This design comes from an exercise in tuning for small area and a short achievable clock period on the open sky130 flow, not from production work.
RTL that was checked went through simulation tests only; none was proved equivalent to the original.
Power and IR drop assume default switching activity.

## garnet
==> flow/design.v <==
module ALU_pre #(parameter K = 4) (
    input  [63:0]       A,
    input  [63:0]       B,
    input  [3:0]        OPERATION,
    output [63:0]       S,       
    output [64/K-2:0]   G        
);
    localparam NB = 64 / K;
    wire op_and  = (OPERATION == 4'b0000);
    wire op_or   = (OPERATION == 4'b0001);
    wire op_pass = (OPERATION == 4'b0111);
    wire op_nor  = (OPERATION == 4'b1100);
    wire op_sub  = (OPERATION == 4'b0110);
    wire op_neg  = (OPERATION == 4'b0101);
    wire logic_op = op_and | op_or | op_pass | op_nor;
    wire [63:0] L = ({64{op_and}}  & (A & B))
                  | ({64{op_or}}   & (A | B))
                  | ({64{op_pass}} & B)
                  | ({64{op_nor}}  & ~(A | B));
    wire [63:0] An = A ^ B ^ 64'd1;
    wire [63:0] Bn = {~(A[62:1] | B[62:1]), ~(A[0] & B[0]), 1'b0};
    wire [63:0] X = logic_op ? L : (op_neg ? An : A);
    wire [63:0] Y = logic_op ? 64'd0 : (op_neg ? Bn : (op_sub ? ~B : B));
    wire cin = op_sub | op_neg;
    wire [63:0] p = X ^ Y;
    wire [63:0] g = X & Y;
    genvar j, i;
    generate
        for (j = 0; j < NB; j = j + 1) begin : blk
            wire [K:0] c;    
            if (j == 0) begin : b0
                assign c[0] = cin;
            end else begin : bj
                assign c[0] = 1'b0;
            end
            for (i = 0; i < K; i = i + 1) begin : bt
                assign c[i+1] = g[j*K+i] | (p[j*K+i] & c[i]);
                assign S[j*K+i] = p[j*K+i] ^ c[i];
            end
            if (j < NB - 1) begin : gout
                assign G[j] = c[K];
            end
        end
    endgenerate
endmodule
module ALU_post #(parameter K = 4) (
    input  [63:0]       S,
    input  [64/K-2:0]   G,
    output [63:0]       Out,
    output              Z
);
    localparam NB = 64 / K;
    wire [NB-1:0] P, Zb;
    wire [NB-1:0] c;    
    genvar j, l, i;
    generate
        for (j = 0; j < NB; j = j + 1) begin : bp
            assign P[j]  = &S[j*K +: K];
            assign Zb[j] = ~|S[j*K +: K];
        end
    endgenerate
    localparam N = NB - 1;
    localparam LV = (N <= 1) ? 1 : $clog2(N);
    wire [N-1:0] gg [0:LV];
    wire [N-1:0] pp [0:LV];
    assign gg[0] = G;
    assign pp[0] = P[N-1:0];
    generate
        for (l = 0; l < LV; l = l + 1) begin : lvl
            for (j = 0; j < N; j = j + 1) begin : node
                if ((j >> l) & 1) begin : comb
                    localparam integer SRC = ((j >> l) << l) - 1;
                    assign gg[l+1][j] = gg[l][j] | (pp[l][j] & gg[l][SRC]);
                    assign pp[l+1][j] = pp[l][j] & pp[l][SRC];
                end else begin : pass
                    assign gg[l+1][j] = gg[l][j];
                    assign pp[l+1][j] = pp[l][j];
                end
            end
        end
    endgenerate
    assign c = {gg[LV], 1'b0};
    wire [NB-1:0] zblk;
    generate
        for (j = 0; j < NB; j = j + 1) begin : inc
            for (i = 0; i < K; i = i + 1) begin : bt
                if (i == 0) begin : b0
                    assign Out[j*K] = S[j*K] ^ c[j];
                end else begin : bi
                    assign Out[j*K+i] = S[j*K+i] ^ (c[j] & (&S[j*K +: i]));
                end
            end
            assign zblk[j] = c[j] ? P[j] : Zb[j];
        end
    endgenerate
    assign Z = &zblk;
endmodule
module ALU_top(
    input             clk,
    input      [63:0] A,
    input      [63:0] B,
    input      [3:0]  OPERATION,
    output reg [63:0] Out,
    output reg        Z
);
    localparam K = 4;
    wire [63:0]     s_d;
    wire [64/K-2:0] g_d;
    reg  [63:0]     s_q;
    reg  [64/K-2:0] g_q;
    wire [63:0]     alu_out;
    wire            alu_z;
    ALU_pre  #(.K(K)) pre (.A(A), .B(B), .OPERATION(OPERATION), .S(s_d), .G(g_d));
    ALU_post #(.K(K)) post(.S(s_q), .G(g_q), .Out(alu_out), .Z(alu_z));
    always @(posedge clk) begin
        s_q <= s_d;
        g_q <= g_d;
        Out <= alu_out;
        Z   <= alu_z;
    end
endmodule
==> flow/config.mk <==
export PLATFORM = sky130hd
export DESIGN_NAME = ALU_top
export DESIGN_NICKNAME = ALU_top
export VERILOG_FILES = /design/flow/design.v
export SDC_FILE = /design/flow/constraint.sdc
export NUM_CORES = 4
export LEC_CHECK = 0
export ABC_CLOCK_PERIOD_IN_PS = 1500
export CAP_MARGIN = 20
export CORE_MARGIN = 2
export CORE_UTILIZATION = 40
export SETUP_SLACK_MARGIN = 4.0
export SLEW_MARGIN = 20
==> flow/constraint.sdc <==
create_clock -name core_clock -period 6.5 [get_ports {clk}]
set_input_delay 1.3000 -clock core_clock [delete_from_list [all_inputs] [get_ports {clk}]]
set_output_delay 1.3000 -clock core_clock [all_outputs]
set_load 0.01 [all_outputs]
run.sh (not shown) runs the stock make flow with config.mk's settings and CLKGATE_MAP_FILE= SYNTH_SCRIPT=/design/flow/synth_recipe.tcl, a recipe that flattens the netlist after the stock synthesis.
No stage failed in garnet, and the final checks on the layout all came back clean.
Input-level comparison between xenon and garnet:
- ABC_CLOCK_PERIOD_IN_PS: 1500 -> unset
- SETUP_SLACK_MARGIN: 4.0 -> unset
==> run notes <==
- garnet ended up with sky130_fd_sc_hd__fa_2 as its cell at the slowest stage of the critical path; xenon ended up with sky130_fd_sc_hd__clkdlybuf4s50_1.
- The core of xenon is less densely filled than that of garnet.
- Compared with garnet, xenon supports a lower clock frequency.
- Diff garnet -> xenon: setup slack at placement shows an increase of 0.038 ns, area occupied by multi-input gates now sits lower.
- Looking at logic gate share of total power, xenon sits 4.2 points below garnet.
- Of xenon and garnet, it is xenon that has the lower net switching power.
- In the reports for garnet and xenon, the smaller layout overhead on the synthesized area belongs to xenon.
- Power per cell area for xenon is higher than for garnet.
- According to the power report, total power for xenon is lower than for garnet.
- xenon against garnet: share of total power in the clock network rose by 2.9 points; final critical-path setup slack fell by 1.21 ns.
No functional check of the RTL was part of any run of this note.


## try-raven
Another version of the RTL of ALU_top (not shown whole).
Size in the first run: ~1,700 cells after synthesis, roughly 190 flip-flops, ~200 I/O pins, about 12,000 um2 of cells after synthesis.
clock: 6.5 ns
lec_check: 0
cap_margin: 20
core_margin: 2
core_utilization: 40
slew_margin: 20
standard.sh (not shown) runs the stock make flow with config.mk's settings and CLKGATE_MAP_FILE= SYNTH_SCRIPT=/design/flow/synth_recipe.tcl, a recipe that flattens the netlist after the stock synthesis.
==> flow/flow/run.sh <==
#!/bin/bash
# The standard layout (standard.sh), with three changes to synthesis and
# placement. Registers and their names are the standard synthesis's.
#  - abc maps the logic with flow/abc.script, an area-first script; the
#    resizer then sizes the critical paths;
#  - full/half adder cells are not extracted (abc maps that logic too);
#  - the port buffers start as buf_1 cells (the resizer sizes them up where
#    timing needs it).
# Each tool's output goes to flow.log; ORFS keeps its own logs under orfs/.
set -euo pipefail
W=$PWD
export ADDER_MAP_FILE=
export BUFFER_PORTS_ARGS="-buffer_cell sky130_fd_sc_hd__buf_1"
{
  head -n 1 synth_recipe.tcl
  cat <<EOT
proc abc {args} {
  set i [lsearch -exact \$args -script]
  if {\$i >= 0} { lset args [expr {\$i + 1}] $W/flow/abc.script }
  yosys abc {*}\$args
}
EOT
  tail -n +2 synth_recipe.tcl
} > my_synth.tcl
sed "s#SYNTH_SCRIPT=[^ ]*#SYNTH_SCRIPT=$W/my_synth.tcl#" standard.sh > my_standard.sh
grep -q "SYNTH_SCRIPT=$W/my_synth.tcl" my_standard.sh
bash my_standard.sh > flow.log 2>&1
==> flow/flow/abc.script <==
strash
dch
map
topo
buffer
upsize
dnsize
--- input diff try-raven..try-onyx ---
- an added SETUP_SLACK_MARGIN of 3.3
==> run notes <==
- Wire length of the first global-routing pass: try-onyx vs try-raven up 1200 um
- Looking at wire length, try-onyx sits 5.9% higher than try-raven does.
- Sequential power: try-raven vs try-onyx, no meaningful difference
- STATUS first-iteration DRC count: try-onyx loses against try-raven
- try-onyx ended with less count of buffering cells on the critical path with inverters included than try-raven.
- try-raven tops out at a lower clock frequency than try-onyx.
- From try-raven to try-onyx the numbers moved as follows: worst relative slew slack grew by 22 points, total power grew by about 2%, clock skew held steady.
Relative to try-onyx, the following input files were edited for try-delta:
- SETUP_SLACK_MARGIN changed from 3.3 to 4.0
Findings:
try-delta reports its slowest cell on the critical path as sky130_fd_sc_hd__nand4_1 while try-onyx reports sky130_fd_sc_hd__dfxtp_1. Diff try-onyx -> try-delta: non-filler instance count after layout moved up; number of filler instances in the final layout moved down; final critical-path setup slack moved down; share of final-layout standard cells stronger than drive strength 1 moved up. In the final reports, the cell area of try-delta is larger than that of try-onyx. try-onyx → try-delta: first-pass GRT wire length rose 5.2%, area taken by multi-input logic gates up 270 um2, count of clock-buffer cells in the layout shows an increase of 3.
No functional check of the RTL was part of any run of this note.


ALU_top, a different RTL version from the one above (not shown whole).
For scale: about 1300 cells after synthesis, about 200 I/O pins, ~9200 um^2 of cells after synthesis.
export LEC_CHECK = 0
export CAP_MARGIN = 20
export CORE_MARGIN = 2
export CORE_UTILIZATION = 40
export SETUP_SLACK_MARGIN = 3.5
export SLEW_MARGIN = 20
create_clock -name core_clock -period 6.5 [get_ports {clk}]
==> flow/flow/abc.script <==
strash
dc2
dch -f
map -a
topo
Scripts as last shown in full above: flow/flow/run.sh
Then changed:
--- a/flow/config.mk
+++ b/flow/config.mk
@@ -11 +10,0 @@
-export SETUP_SLACK_MARGIN = 3.5
After rerunning: The new run finished with timing, DRC and antenna clean. Final cell count is lower by 5.8%. Clock power decreases by 2.9%. Setup slack degrades by 0.18 ns. Count of clock-buffer cells in the layout is lower by 1. Fmax drops by 2.8%. Register-to-register slack gets worse by 0.18 ns. Cell area went down by 14%. Synthesized cell count does not change.
Function was not checked in any run of this note: the RTL went through the layout flow alone.


Setup of wip/umber:
ALU_top, a different RTL version from the one above (not shown whole).
Size in the first run: ~1200 cells after synthesis, roughly 200 I/O pins.
Settings: LEC_CHECK=0, CAP_MARGIN=20, CORE_MARGIN=2, CORE_UTILIZATION=40, SETUP_SLACK_MARGIN=3.7, SLEW_MARGIN=20, SYNTH_HIERARCHICAL=1, SYNTH_MINIMUM_KEEP_SIZE=0; clock period 6.5 ns.
==> flow/flow/run.sh <==
#!/bin/bash
# The standard layout (standard.sh), with these changes to synthesis and
# placement. Registers and their names are the standard synthesis's.
#  - synthesis keeps the modules apart (SYNTH_HIERARCHICAL in config.mk) and
#    abc maps each module with its own script, flow/abc_<module>.script
#    (flow/abc.script for any other module), each with its own delay target;
#    the design is flattened afterwards as in the standard synthesis;
#  - full/half adder cells are not extracted (abc maps that logic too);
#  - the port buffers start as buf_1 cells (the resizer sizes them up where
#    timing needs it).
# make's output goes to flow.log; ORFS keeps each step's log under orfs/logs.
set -euo pipefail
W=$PWD
export ADDER_MAP_FILE=
export BUFFER_PORTS_ARGS="-buffer_cell sky130_fd_sc_hd__buf_1"
{
  head -n 1 synth_recipe.tcl
  cat <<EOT
proc abc {args} {
  set i [lsearch -exact \$args -script]
  set mods [split [string trim [tee -q -s result.string select -list-mod =*]] "\n"]
  set done {}
  foreach f [glob -nocomplain $W/flow/abc_*.script] {
    set m [string range [file rootname [file tail \$f]] 4 end]
    if {[lsearch -exact \$mods \$m] < 0} { continue }
    set a \$args
    lset a [expr {\$i + 1}] \$f
    yosys abc {*}\$a =\$m
    lappend done \$m
  }
  set rest [list]
  foreach m \$mods { if {[lsearch -exact \$done \$m] < 0} { lappend rest =\$m } }
  if {[llength \$rest]} {
    set a \$args
    lset a [expr {\$i + 1}] $W/flow/abc.script
    yosys abc {*}\$a {*}\$rest
  }
}
EOT
  tail -n +2 synth_recipe.tcl
} > my_synth.tcl
sed "s#SYNTH_SCRIPT=[^ ]*#SYNTH_SCRIPT=$W/my_synth.tcl#" standard.sh > my_standard.sh
grep -q "SYNTH_SCRIPT=$W/my_synth.tcl" my_standard.sh
bash my_standard.sh > flow.log 2>&1
==> flow/flow/abc.script <==
strash
dch
map
topo
buffer
upsize
dnsize
==> flow/flow/abc_ALU_add.script <==
strash
dch
map -D 1700
topo
buffer
upsize -D 1700
dnsize -D 1700
==> flow/flow/abc_ALU_decode.script <==
strash
dch
map -D 300
topo
buffer
upsize -D 300
dnsize -D 300
==> flow/flow/abc_ALU_operands.script <==
strash
dch
map -D 1200
topo
buffer
upsize -D 1200
dnsize -D 1200
==> flow/flow/abc_ALU_slice.script <==
&get -n
&st
&dch
&nf -a
&put
wip/umber went all the way through synthesis, placement and routing and the layout is clean on timing, DRC and antenna.
Edits applied to the flow inputs when going from wip/umber to wip/amber:
==> flow/flow/abc_ALU_add.script <==
strash
dch
map -D 2000
topo
buffer
upsize -D 2000
dnsize -D 2000
--- a/flow/config.mk
+++ b/flow/config.mk
@@ -10 +10,2 @@
-export CORE_UTILIZATION = 40
+export CORE_UTILIZATION = 50
+export CTS_BUF_LIST = sky130_fd_sc_hd__clkbuf_8
[summary]
Compared wip/amber vs wip/umber, and number of gates resized after CTS is up in wip/amber. Endpoint of the most critical setup path = x_q[30]$_DFF_P_: wip/amber; endpoint of the most critical setup path = x_q[58]$_DFF_P_: wip/umber. Summary: with wip/umber as the reference, area of the core in wip/amber moved down by more than 10%. [compare] base=wip/umber new=wip/amber: total vias in the final route moved down, wire length of the first global-routing pass now sits lower, final area down 3.0%, non-clock buffer count shows an increase of about 0.9%. The simple-gate share of the synthesized area number comes out higher for wip/umber vs wip/amber.
Input changes introduced in wip/juniper (baseline for comparison: wip/amber):
--- a/flow/config.mk
+++ b/flow/config.mk
@@ -10 +10 @@
-export CORE_UTILIZATION = 50
+export CORE_UTILIZATION = 40
--- outcome ---
As far as synthesized net count goes, wip/amber and wip/juniper are indistinguishable; the numbers are identical.
wip/juniper vs wip/amber: share of total power in the clock network down
Compared with wip/amber, in wip/juniper combinational group share of total power rose 0.6 points; total power -about 1.7%.
The lower worst hold slack of wip/juniper and wip/amber is in wip/juniper.
Worst-margin pin slew: wip/juniper vs wip/amber, no meaningful difference
In wip/juniper, the overall via count from detail_route came out about 0.5% below the value in wip/amber.
Wire length of the first global-routing pass improves in wip/juniper relative to wip/amber.
Final clock period utilization by the worst path: wip/amber vs wip/juniper — no meaningful difference
wip/juniper and wip/amber ended up with nearly the same worst setup slack.
### wip/juniper -> wip/onyx
--- a/flow/config.mk
+++ b/flow/config.mk
@@ -11,2 +11 @@
-export CTS_BUF_LIST = sky130_fd_sc_hd__clkbuf_8
-export SETUP_SLACK_MARGIN = 3.7
+export SETUP_SLACK_MARGIN = 4.0
Findings:
wip/onyx ran to completion and came out clean on the timing, DRC and antenna checks. | overall routed net length | higher: wip/onyx |. Post-CTS setup repair buffer count ended up 17 higher on wip/onyx than on wip/juniper. Summary of the comparison: cell count is higher in wip/onyx, relative to wip/juniper. From wip/juniper to wip/onyx the numbers moved as follows: post-layout total power shows an increase of about 10%; final standard cell area without fillers shows an increase of 9.8%.


trial 84:
ALU_top, a different RTL version from the one above (not shown whole).
Size: about 1,400 cells after synthesis, about 190 flip-flops, ~200 I/O pins, ~0.010 mm^2 of cells after synthesis.
export LEC_CHECK = 0
export CAP_MARGIN = 20
export CORE_MARGIN = 2
export CORE_UTILIZATION = 40
export SETUP_SLACK_MARGIN = 4.2
export SLEW_MARGIN = 20
create_clock -name core_clock -period 6.5 [get_ports {clk}]
==> flow/flow/run.sh <==
#!/bin/bash
# The standard layout (standard.sh), with three changes to synthesis and
# placement. Registers and their names are the standard synthesis's.
#  - abc maps the logic with flow/abc.script, an area-first script; the
#    resizer then sizes the critical paths;
#  - full/half adder cells are not extracted (abc maps that logic too);
#  - the port buffers start as buf_1 cells (the resizer sizes them up where
#    timing needs it).
# Each tool's output goes to flow.log; ORFS keeps its own logs under orfs/.
set -euo pipefail
W=$PWD
export ADDER_MAP_FILE=
export BUFFER_PORTS_ARGS="-buffer_cell sky130_fd_sc_hd__buf_1"
{
  head -n 1 synth_recipe.tcl
  cat <<EOT
proc abc {args} {
  set i [lsearch -exact \$args -script]
  if {\$i >= 0} { lset args [expr {\$i + 1}] $W/flow/abc.script }
  yosys abc {*}\$args
}
EOT
  tail -n +2 synth_recipe.tcl
} > my_synth.tcl
sed "s#SYNTH_SCRIPT=[^ ]*#SYNTH_SCRIPT=$W/my_synth.tcl#" standard.sh > my_standard.sh
grep -q "SYNTH_SCRIPT=$W/my_synth.tcl" my_standard.sh
bash my_standard.sh > flow.log 2>&1
==> flow/flow/abc.script <==
strash
dc2
dch -f
map -a
topo
The layout from trial 84, despite a flow that completed every stage, fails the layout checks, with the failing checks listed as setup timing.
Input-level comparison between trial 67 and trial 84:
# trial 84
export LEC_CHECK = 0
export CAP_MARGIN = 20
export CORE_MARGIN = 2
export CORE_UTILIZATION = 40
export SETUP_SLACK_MARGIN = 4.2
export SLEW_MARGIN = 20
create_clock -name core_clock -period 6.5 [get_ports {clk}]
# trial 67
export LEC_CHECK = 0
export CAP_MARGIN = 20
export CORE_MARGIN = 2
export CORE_UTILIZATION = 40
export SETUP_SLACK_MARGIN = 3.7
export SLEW_MARGIN = 20
export SYNTH_HIERARCHICAL = 1
export SYNTH_MINIMUM_KEEP_SIZE = 0
create_clock -name core_clock -period 6.5 [get_ports {clk}]
--- a/flow/flow/run.sh
+++ b/flow/flow/run.sh
@@ -2 +2 @@
-# The standard layout (standard.sh), with three changes to synthesis and
+# The standard layout (standard.sh), with these changes to synthesis and
@@ -4,2 +4,4 @@
-#  - abc maps the logic with flow/abc.script, an area-first script; the
-#    resizer then sizes the critical paths;
+#  - synthesis keeps the modules apart (SYNTH_HIERARCHICAL in config.mk) and
+#    abc maps each module with its own script, flow/abc_<module>.script
+#    (flow/abc.script for any other module), each with its own delay target;
+#    the design is flattened afterwards as in the standard synthesis;
@@ -9 +11 @@
-# Each tool's output goes to flow.log; ORFS keeps its own logs under orfs/.
+# make's output goes to flow.log; ORFS keeps each step's log under orfs/logs.
@@ -19,2 +21,17 @@
-  if {\$i >= 0} { lset args [expr {\$i + 1}] $W/flow/abc.script }
-  yosys abc {*}\$args
+  set mods [split [string trim [tee -q -s result.string select -list-mod =*]] "\n"]
+  set done {}
+  foreach f [glob -nocomplain $W/flow/abc_*.script] {
+    set m [string range [file rootname [file tail \$f]] 4 end]
+    if {[lsearch -exact \$mods \$m] < 0} { continue }
+    set a \$args
+    lset a [expr {\$i + 1}] \$f
+    yosys abc {*}\$a =\$m
+    lappend done \$m
+  }
+  set rest [list]
+  foreach m \$mods { if {[lsearch -exact \$done \$m] < 0} { lappend rest =\$m } }
+  if {[llength \$rest]} {
+    set a \$args
+    lset a [expr {\$i + 1}] $W/flow/abc.script
+    yosys abc {*}\$a {*}\$rest
+  }
==> flow/flow/abc.script <==
strash
dch
map
topo
buffer
upsize
dnsize
==> flow/flow/abc_ALU_add.script (new file) <==
strash
dch
map -D 2000
topo
buffer
upsize -D 2000
dnsize -D 2000
==> flow/flow/abc_ALU_operands.script (new file) <==
strash
dch
map -D 1200
topo
buffer
upsize -D 1200
dnsize -D 1200
==> run notes <==
- Of the two values seen for biggest power consumer among the groups, combinational cells was produced by trial 84 and sequential cells by trial 67.
- The total die area of trial 67 was inferior to that of trial 84.
- Summary of the comparison: power per cell area is higher in trial 67, relative to trial 84.
- Finished layout cell area ended up 20% lower on trial 67 than on trial 84.
- Trial 67 supports a higher top clock frequency than trial 84.
- Comparing trial 84 and trial 67, the higher sequential fraction of design power was measured on trial 67.
- Compared to trial 84, trial 67 has critical path depth in cells 65 lower.
- Combinational power, trial 84 and trial 67, lower one = trial 67.
- Trial 67 completed; timing, DRC and antenna clean
- Trial 84 has higher total cell area at the placement stage than trial 67.
- Of trial 84 and trial 67, trial 67 shows the higher proportion of power drawn by the clock network, with trial 84 below it.

[what the ideal ports hide]
No port has a modelled driver above. Below, the same layouts with a new extraction and two added sets of constraints. Step 1 assumes that a clkbuf_16 drives the clock port and a buf_2 every other input. Step 2 also shifts input and output timing later by t, the mid clock arrival at the registers, as if the neighbouring blocks saw the same clock. a / b / c = no drivers / after step 1 / after step 2; a / b = the first two.
run	t, ns	setup WS [ns]	worst setup path after step 2
garnet	0.490	2.774 / 2.767 / 2.277	input to register
xenon	0.475	1.560 / 1.583 / 1.108	input to register
try-raven	0.487	2.504 / 2.534 / 2.047	input to register
try-onyx	0.487	3.270 / 3.220 / 2.968	input to register
try-delta	0.490	3.197 / 3.146 / 3.509	input to register
the first run of note 3	0.463	0.341 / 0.341 / 0.341	register to register
the second run of note 3	0.468	0.163 / 0.163 / 0.163	register to register
wip/umber	0.477	3.805 / 3.835 / 3.358	input to register
wip/amber	0.512	3.779 / 3.797 / 3.286	input to register
wip/juniper	0.506	3.779 / 3.779 / 3.291	input to register
wip/onyx	0.474	3.945 / 3.945 / 3.516	input to register
trial 84	0.493	-2.419 / -2.419 / -2.419	register to register
trial 67	0.484	3.787 / 3.787 / 3.340	input to register
The setup slack of garnet, which loses most, moves by -0.007 ns with the drivers and by -0.497 ns with both steps.
